What follows belongs to an exercise in optimizing a design on an open flow for small area and a short achievable clock period; a production flow would make more cautious choices. Function was checked by simulation only, so behaviour that the tests miss may differ from the original.

==> run R: inputs <==
==> flow/design.v <==
`timescale 1ns / 1ps
module Cordic_stage
#(parameter J=0, parameter [31:0] AC=32'd0, parameter [31:0] AH=32'd0,
  parameter CLRXY=0)    
(input clk,
 input rst,
 input [1:0] mode,
 input f_in,
 input [31:0] x_in,
 input [31:0] y_in,
 input [31:0] z_in,
 output reg f_out,
 output reg [31:0] x_out,
 output reg [31:0] y_out,
 output reg [31:0] z_out);
 wire zadd = mode[0] ? ~y_in[31] : z_in[31];
 wire [63:0] yx = {{32{y_in[31]}}, y_in};
 wire [63:0] xx = {{32{x_in[31]}}, x_in};
 wire [31:0] ysel = mode[1] ? ~yx[J+1 +: 32] : yx[J +: 32];
 wire [31:0] xs   = mode[1] ?  xx[J+1 +: 32] : xx[J +: 32];
 wire [31:0] a    = mode[1] ? AH : AC;
 wire [31:0] xn, yn, zn;
 addw32 ax (x_in, ysel, ~zadd, ~(zadd ^ mode[1]), xn);
 addw32 ay (y_in, xs,    zadd,  zadd,              yn);
 addw32 az (z_in, a,    ~zadd, ~zadd,              zn);
 wire kill = rst | f_in;
 always @(posedge clk) begin
   f_out <= kill;
   if (CLRXY) begin
     x_out <= kill ? 32'd0 : xn;
     y_out <= kill ? 32'd0 : yn;
   end else begin
     x_out <= xn;
     y_out <= {yn[31] & ~kill, yn[30:0]};
   end
   z_out <= rst ? 32'd0 : zn;
 end
endmodule
module addw32 (input [31:0] a, input [31:0] b, input w, input sub, output [31:0] s);
 wire [31:0] bb = b ^ {32{w}};
 wire [31:0] t0 = a ^ b;
 wire [31:0] p0 = t0 ^ {32{w}};
 wire [31:0] g0 = a & bb;
 wire gc0 = g0[0] | (p0[0] & sub);
 wire g1_1 = g0[1] | (p0[1] & gc0);
 wire p1_1 = p0[1] & p0[0];
 wire g1_3 = g0[3] | (p0[3] & g0[2]);
 wire p1_3 = p0[3] & p0[2];
 wire g1_5 = g0[5] | (p0[5] & g0[4]);
 wire p1_5 = p0[5] & p0[4];
 wire g1_7 = g0[7] | (p0[7] & g0[6]);
 wire p1_7 = p0[7] & p0[6];
 wire g1_9 = g0[9] | (p0[9] & g0[8]);
 wire p1_9 = p0[9] & p0[8];
 wire g1_11 = g0[11] | (p0[11] & g0[10]);
 wire p1_11 = p0[11] & p0[10];
 wire g1_13 = g0[13] | (p0[13] & g0[12]);
 wire p1_13 = p0[13] & p0[12];
 wire g1_15 = g0[15] | (p0[15] & g0[14]);
 wire p1_15 = p0[15] & p0[14];
 wire g1_17 = g0[17] | (p0[17] & g0[16]);
 wire p1_17 = p0[17] & p0[16];
 wire g1_19 = g0[19] | (p0[19] & g0[18]);
 wire p1_19 = p0[19] & p0[18];
 wire g1_21 = g0[21] | (p0[21] & g0[20]);
 wire p1_21 = p0[21] & p0[20];
 wire g1_23 = g0[23] | (p0[23] & g0[22]);
 wire p1_23 = p0[23] & p0[22];
 wire g1_25 = g0[25] | (p0[25] & g0[24]);
 wire p1_25 = p0[25] & p0[24];
 wire g1_27 = g0[27] | (p0[27] & g0[26]);
 wire p1_27 = p0[27] & p0[26];
 wire g1_29 = g0[29] | (p0[29] & g0[28]);
 wire p1_29 = p0[29] & p0[28];
 wire g1_31 = g0[31] | (p0[31] & g0[30]);
 wire p1_31 = p0[31] & p0[30];
 wire g2_3 = g1_3 | (p1_3 & g1_1);
 wire p2_3 = p1_3 & p1_1;
 wire g2_7 = g1_7 | (p1_7 & g1_5);
 wire p2_7 = p1_7 & p1_5;
 wire g2_11 = g1_11 | (p1_11 & g1_9);
 wire p2_11 = p1_11 & p1_9;
 wire g2_15 = g1_15 | (p1_15 & g1_13);
 wire p2_15 = p1_15 & p1_13;
 wire g2_19 = g1_19 | (p1_19 & g1_17);
 wire p2_19 = p1_19 & p1_17;
 wire g2_23 = g1_23 | (p1_23 & g1_21);
 wire p2_23 = p1_23 & p1_21;
 wire g2_27 = g1_27 | (p1_27 & g1_25);
 wire p2_27 = p1_27 & p1_25;
 wire g2_31 = g1_31 | (p1_31 & g1_29);
 wire p2_31 = p1_31 & p1_29;
 wire g3_7 = g2_7 | (p2_7 & g2_3);
 wire p3_7 = p2_7 & p2_3;
 wire g3_15 = g2_15 | (p2_15 & g2_11);
 wire p3_15 = p2_15 & p2_11;
 wire g3_23 = g2_23 | (p2_23 & g2_19);
 wire p3_23 = p2_23 & p2_19;
 wire g3_31 = g2_31 | (p2_31 & g2_27);
 wire p3_31 = p2_31 & p2_27;
 wire g4_15 = g3_15 | (p3_15 & g3_7);
 wire p4_15 = p3_15 & p3_7;
 wire g4_31 = g3_31 | (p3_31 & g3_23);
 wire p4_31 = p3_31 & p3_23;
 wire g5_31 = g4_31 | (p4_31 & g4_15);
 wire p5_31 = p4_31 & p4_15;
 wire g6_23 = g3_23 | (p3_23 & g4_15);
 wire p6_23 = p3_23 & p4_15;
 wire g7_11 = g2_11 | (p2_11 & g3_7);
 wire p7_11 = p2_11 & p3_7;
 wire g7_19 = g2_19 | (p2_19 & g4_15);
 wire p7_19 = p2_19 & p4_15;
 wire g7_27 = g2_27 | (p2_27 & g6_23);
 wire p7_27 = p2_27 & p6_23;
 wire g8_5 = g1_5 | (p1_5 & g2_3);
 wire p8_5 = p1_5 & p2_3;
 wire g8_9 = g1_9 | (p1_9 & g3_7);
 wire p8_9 = p1_9 & p3_7;
 wire g8_13 = g1_13 | (p1_13 & g7_11);
 wire p8_13 = p1_13 & p7_11;
 wire g8_17 = g1_17 | (p1_17 & g4_15);
 wire p8_17 = p1_17 & p4_15;
 wire g8_21 = g1_21 | (p1_21 & g7_19);
 wire p8_21 = p1_21 & p7_19;
 wire g8_25 = g1_25 | (p1_25 & g6_23);
 wire p8_25 = p1_25 & p6_23;
 wire g8_29 = g1_29 | (p1_29 & g7_27);
 wire p8_29 = p1_29 & p7_27;
 wire g9_2 = g0[2] | (p0[2] & g1_1);
 wire p9_2 = p0[2] & p1_1;
 wire g9_4 = g0[4] | (p0[4] & g2_3);
 wire p9_4 = p0[4] & p2_3;
 wire g9_6 = g0[6] | (p0[6] & g8_5);
 wire p9_6 = p0[6] & p8_5;
 wire g9_8 = g0[8] | (p0[8] & g3_7);
 wire p9_8 = p0[8] & p3_7;
 wire g9_10 = g0[10] | (p0[10] & g8_9);
 wire p9_10 = p0[10] & p8_9;
 wire g9_12 = g0[12] | (p0[12] & g7_11);
 wire p9_12 = p0[12] & p7_11;
 wire g9_14 = g0[14] | (p0[14] & g8_13);
 wire p9_14 = p0[14] & p8_13;
 wire g9_16 = g0[16] | (p0[16] & g4_15);
 wire p9_16 = p0[16] & p4_15;
 wire g9_18 = g0[18] | (p0[18] & g8_17);
 wire p9_18 = p0[18] & p8_17;
 wire g9_20 = g0[20] | (p0[20] & g7_19);
 wire p9_20 = p0[20] & p7_19;
 wire g9_22 = g0[22] | (p0[22] & g8_21);
 wire p9_22 = p0[22] & p8_21;
 wire g9_24 = g0[24] | (p0[24] & g6_23);
 wire p9_24 = p0[24] & p6_23;
 wire g9_26 = g0[26] | (p0[26] & g8_25);
 wire p9_26 = p0[26] & p8_25;
 wire g9_28 = g0[28] | (p0[28] & g7_27);
 wire p9_28 = p0[28] & p7_27;
 wire g9_30 = g0[30] | (p0[30] & g8_29);
 wire p9_30 = p0[30] & p8_29;
 wire [31:0] c = {g9_30, g8_29, g9_28, g7_27, g9_26, g8_25, g9_24, g6_23, g9_22, g8_21, g9_20, g7_19, g9_18, g8_17, g9_16, g4_15, g9_14, g8_13, g9_12, g7_11, g9_10, g8_9, g9_8, g3_7, g9_6, g8_5, g9_4, g2_3, g9_2, g1_1, gc0, sub};
 assign s = p0 ^ c;
endmodule
`timescale 1ns / 1ps
module pre_stage
#(parameter M=32,N=5)
(input signed [M-1:0] x_in,
 input signed [M-1:0] y_in,
 input signed [M-1:0] z_in,
 input [1:0] mode,
 input clk,
 output reg signed [M-1:0] x_0,
 output reg signed [M-1:0] y_0,
 output reg signed [M-1:0] z_0);
 localparam [M-1:0] pi_2       = 32'b00110010010000111111011010101001;
 localparam [M-1:0] minus_pi_2 = 32'b11001101101111000000100101010111;
 localparam [M-1:0] pi         = 32'b01100100100001111110110101010001;
 wire gt = ~z_in[M-1] & (z_in[M-2:0] > pi_2[M-2:0]);
 wire lt =  z_in[M-1] & (z_in[M-2:0] < minus_pi_2[M-2:0]);
 wire m00 = (mode == 2'b00);
 wire m01 = (mode == 2'b01);
 wire up  = m00 & gt;           
 wire dn  = m00 & lt;           
 wire flp = m01 & x_in[M-1];    
 wire sw = up | dn;
 wire nx = up | flp;
 wire ny = dn | flp;
 wire [M-1:0] xs = sw ? y_in : x_in;
 wire [M-1:0] ys = sw ? x_in : y_in;
 wire [M-1:0] k = up  ? minus_pi_2 :
                  dn  ? pi_2 :
                  flp ? (y_in[M-1] ? -pi : pi) : {M{1'b0}};
 always @(posedge clk) begin
   x_0 <= (xs ^ {M{nx}}) + {{(M-1){1'b0}}, nx};
   y_0 <= (ys ^ {M{ny}}) + {{(M-1){1'b0}}, ny};
   z_0 <= z_in + k;
 end
endmodule
`timescale 1ns / 1ps
module ROT_Cordic
#(parameter M=32,N=5)
(input signed [M-1:0] x_in,
 input signed [M-1:0] y_in,
 input signed [M-1:0] z_in,
 input [1:0] mode,
 input clk,
 input rst,
 output signed [M-1:0] xf,
 output signed [M-1:0] yf,
 output signed [M-1:0] zf);
 localparam [32*32-1:0] ATC = {
  32'h00000000, 32'h00000000, 32'h00000000, 32'h00000001,
  32'h00000003, 32'h00000007, 32'h0000000F, 32'h0000001F,
  32'h0000003F, 32'h0000007F, 32'h000000FF, 32'h000001FF,
  32'h000003FF, 32'h000007FF, 32'h00000FFF, 32'h00001FFF,
  32'h00003FFF, 32'h00007FFF, 32'h0000FFFF, 32'h0001FFFF,
  32'h0003FFFF, 32'h0007FFFF, 32'h000FFFFD, 32'h001FFFEB,
  32'h003FFF57, 32'h007FFABB, 32'h00FFD5D8, 32'h01FEAE52,
  32'h03F5AF9C, 32'h07D6DBB3, 32'h0ED63979, 32'h191FB544};
 localparam [32*32-1:0] ATH = {
  32'h00000000, 32'h00000000, 32'h00000000, 32'h00000001,
  32'h00000002, 32'h00000004, 32'h00000008, 32'h00000010,
  32'h00000020, 32'h00000040, 32'h00000080, 32'h00000100,
  32'h00000200, 32'h00000400, 32'h00000800, 32'h00001000,
  32'h00002000, 32'h00004000, 32'h00008000, 32'h00010000,
  32'h00020000, 32'h00040000, 32'h00080000, 32'h00100001,
  32'h0020000B, 32'h00400055, 32'h008002AB, 32'h01001559,
  32'h0200AB11, 32'h04056247, 32'h082C577D, 32'h1193EA7B};
 wire [31:0] x [0:M];
 wire [31:0] y [0:M];
 wire [31:0] z [0:M];
 wire f [0:M];
 pre_stage m1(x_in,y_in,z_in,mode,clk,x[0],y[0],z[0]);
 assign f[0] = 1'b0;
 genvar j;
 generate
 for (j=0; j<M; j=j+1) begin : st
   Cordic_stage #(.J(j), .AC(ATC[32*j +: 32]), .AH(ATH[32*j +: 32]), .CLRXY(j == M-1)) c1
     (clk, rst, mode, f[j], x[j], y[j], z[j], f[j+1], x[j+1], y[j+1], z[j+1]);
 end
 endgenerate
 assign xf = x[M];
 assign yf = y[M];
 assign zf = z[M];
endmodule
==> flow/flow/run.sh <==
#!/bin/bash
# Own layout flow: the standard ORFS flow (standard.sh) with two
# synthesis changes: no full/half-adder cell extraction (ADDER_MAP_FILE
# empty) and ABC run with a delay-driven mapping script (abc_map.script).
# Everything after synthesis is the standard flow.
set -euo pipefail
W=$PWD
export FLOW_WORK=$W
export FLOW_ABC_SCRIPT=$W/flow/abc_map.script
bash standard.sh SYNTH_SCRIPT=$W/flow/synth.tcl ADDER_MAP_FILE= finish > $W/flow_make.log 2>&1
==> flow/flow/abc_map.script <==
strash
dch -f
map -D 2000
topo
stime -c
buffer -c
upsize -c -D 2000
dnsize -c -D 2000
==> flow/flow/synth.tcl <==
proc abc {args} {
  set i [lsearch -exact $args -script]
  if {$i >= 0} {
    lset args [expr {$i + 1}] $::env(FLOW_ABC_SCRIPT)
  }
  puts "flow abc: $args"
  yosys abc {*}$args
}
source $::env(FLOW_WORK)/synth_recipe.tcl
==> flow/standard.sh <==
#!/bin/bash
# synth_recipe.tcl (not shown) runs the flow's synth.tcl, then flattens the netlist and writes it again
# the make line also repeats each setting of config.mk as NAME=value (left out here)
make -C /OpenROAD-flow-scripts/flow DESIGN_CONFIG=/design/flow/config.mk WORK_HOME=/design/flow/orfs CLKGATE_MAP_FILE= SYNTH_SCRIPT=/design/flow/synth_recipe.tcl "${@:-finish}"
==> flow/config.mk <==
export PLATFORM = sky130hd
export DESIGN_NAME = ROT_Cordic
export DESIGN_NICKNAME = ROT_Cordic
export VERILOG_FILES = /design/flow/design.v
export SDC_FILE = /design/flow/constraint.sdc
export NUM_CORES = 8
export LEC_CHECK = 0
export CAP_MARGIN = 20
export CORE_MARGIN = 2
export CORE_UTILIZATION = 60
export CTS_CLUSTER_DIAMETER = 100
export CTS_CLUSTER_SIZE = 30
export PLACE_DENSITY = 0.8
export SETUP_SLACK_MARGIN = 2.5
export SLEW_MARGIN = 20
export TNS_END_PERCENT = 0
==> flow/constraint.sdc <==
create_clock -name core_clock -period 5.5 [get_ports {clk}]
set_input_delay 1.1000 -clock core_clock [delete_from_list [all_inputs] [get_ports {clk}]]
set_output_delay 1.1000 -clock core_clock [all_outputs]
set_load 0.01 [all_outputs]
==> inputs of run M, as changes to run R <==
--- a/flow/design.v
+++ b/flow/design.v
@@ -21,7 +21,7 @@
  wire [31:0] a    = mode[1] ? AH : AC;
  wire [31:0] xn, yn, zn;
- addw32 ax (x_in, ysel, ~zadd, ~(zadd ^ mode[1]), xn);
- addw32 ay (y_in, xs,    zadd,  zadd,              yn);
- addw32 az (z_in, a,    ~zadd, ~zadd,              zn);
+ addc32 ax (x_in, ysel ^ {32{~zadd}}, ~(zadd ^ mode[1]), xn);
+ addc32 ay (y_in, xs   ^ {32{zadd}},  zadd,              yn);
+ addc32 az (z_in, a    ^ {32{~zadd}}, ~zadd,             zn);
  wire kill = rst | f_in;
  always @(posedge clk) begin
@@ -37,8 +37,7 @@
  end
 endmodule
-module addw32 (input [31:0] a, input [31:0] b, input w, input sub, output [31:0] s);
- wire [31:0] bb = b ^ {32{w}};
- wire [31:0] t0 = a ^ b;
- wire [31:0] p0 = t0 ^ {32{w}};
+module addc32 (input [31:0] a, input [31:0] b, input sub, output [31:0] s);
+ wire [31:0] bb = b;
+ wire [31:0] p0 = a ^ bb;
  wire [31:0] g0 = a & bb;
  wire gc0 = g0[0] | (p0[0] & sub);
Settings changed: CTS_CLUSTER_DIAMETER 100 to unset, CTS_CLUSTER_SIZE 30 to unset, PLACE_DENSITY 0.8 to unset.
==> comparison <==
Run M ran to the end with no violations. Run R completed without violations.
In die area, run R and run M hardly differ.
Between run R and run M, the lower sequential share of layout area is in run M (gap 1.0 points).
Via count: run M is lower than run R (about 1.2%).
Between run M and run R, the lower register-to-register slack is in run R (gap 150 ps).
Of run M and run R, run R has the higher synthesized cell count (gap 1.1%, measured against run R).
==> figures <==
	run M	run R
# placed instances	35500	35800
CP Launch Point	mode[1]	mode[0]
Ratio of layout area to synthesized area	1.136x	1.096x
Startpoint of the worst register-to-register path	st[17].c1.y_out[31]	st[27].c1.y_out[31]
Stage delay of the slowest cell on the critical path	390 ps	320 ps
WHS Endpoint	st[30].c1.z_out[17]	st[31].c1.z_out[20]
Critical R2R Capture	st[18].c1.x_out[27]	st[28].c1.x_out[23]
Routed wire length per instance	16.0 um	15.6 um
Worst slew margin relative to its limit	0.345	0.278
Status	complete, no violations	complete, no violations
Cell area after layout	238000 um2	229000 um2
Fmax	276 MHz	267 MHz
Diodes inserted	6	5

==> static timing again, ports no longer ideal <==
No port has a modelled driver above. Below, the same layouts with a new extraction and two added sets of constraints.
Step 1, drivers: a clkbuf_16 drives clk and a buf_2 each remaining input, both assumed.
Step 2, shift: input delay + t, output delay - t, t = (earliest + latest rising clock arrival at the registers) / 2. This alone moves slack from input paths to output paths.
a / b / c = no drivers / after step 1 / after step 2; a / b = the first two.
run	t, ns	setup WS [ns]	worst setup path at the end	slew at the worst register clock pin (ns)	worst slew at a driven data input, ns
run R	1.000	1.759 / 1.455 / 0.455	input to register	0.12 / 0.12	0.53
run M	1.052	1.877 / 1.601 / 0.549	input to register	0.07 / 0.07	0.48
After both steps every run listed still meets setup and hold. For run M, which loses most, drivers alone change the setup slack by -0.276 ns; drivers and shift together by -1.328 ns.
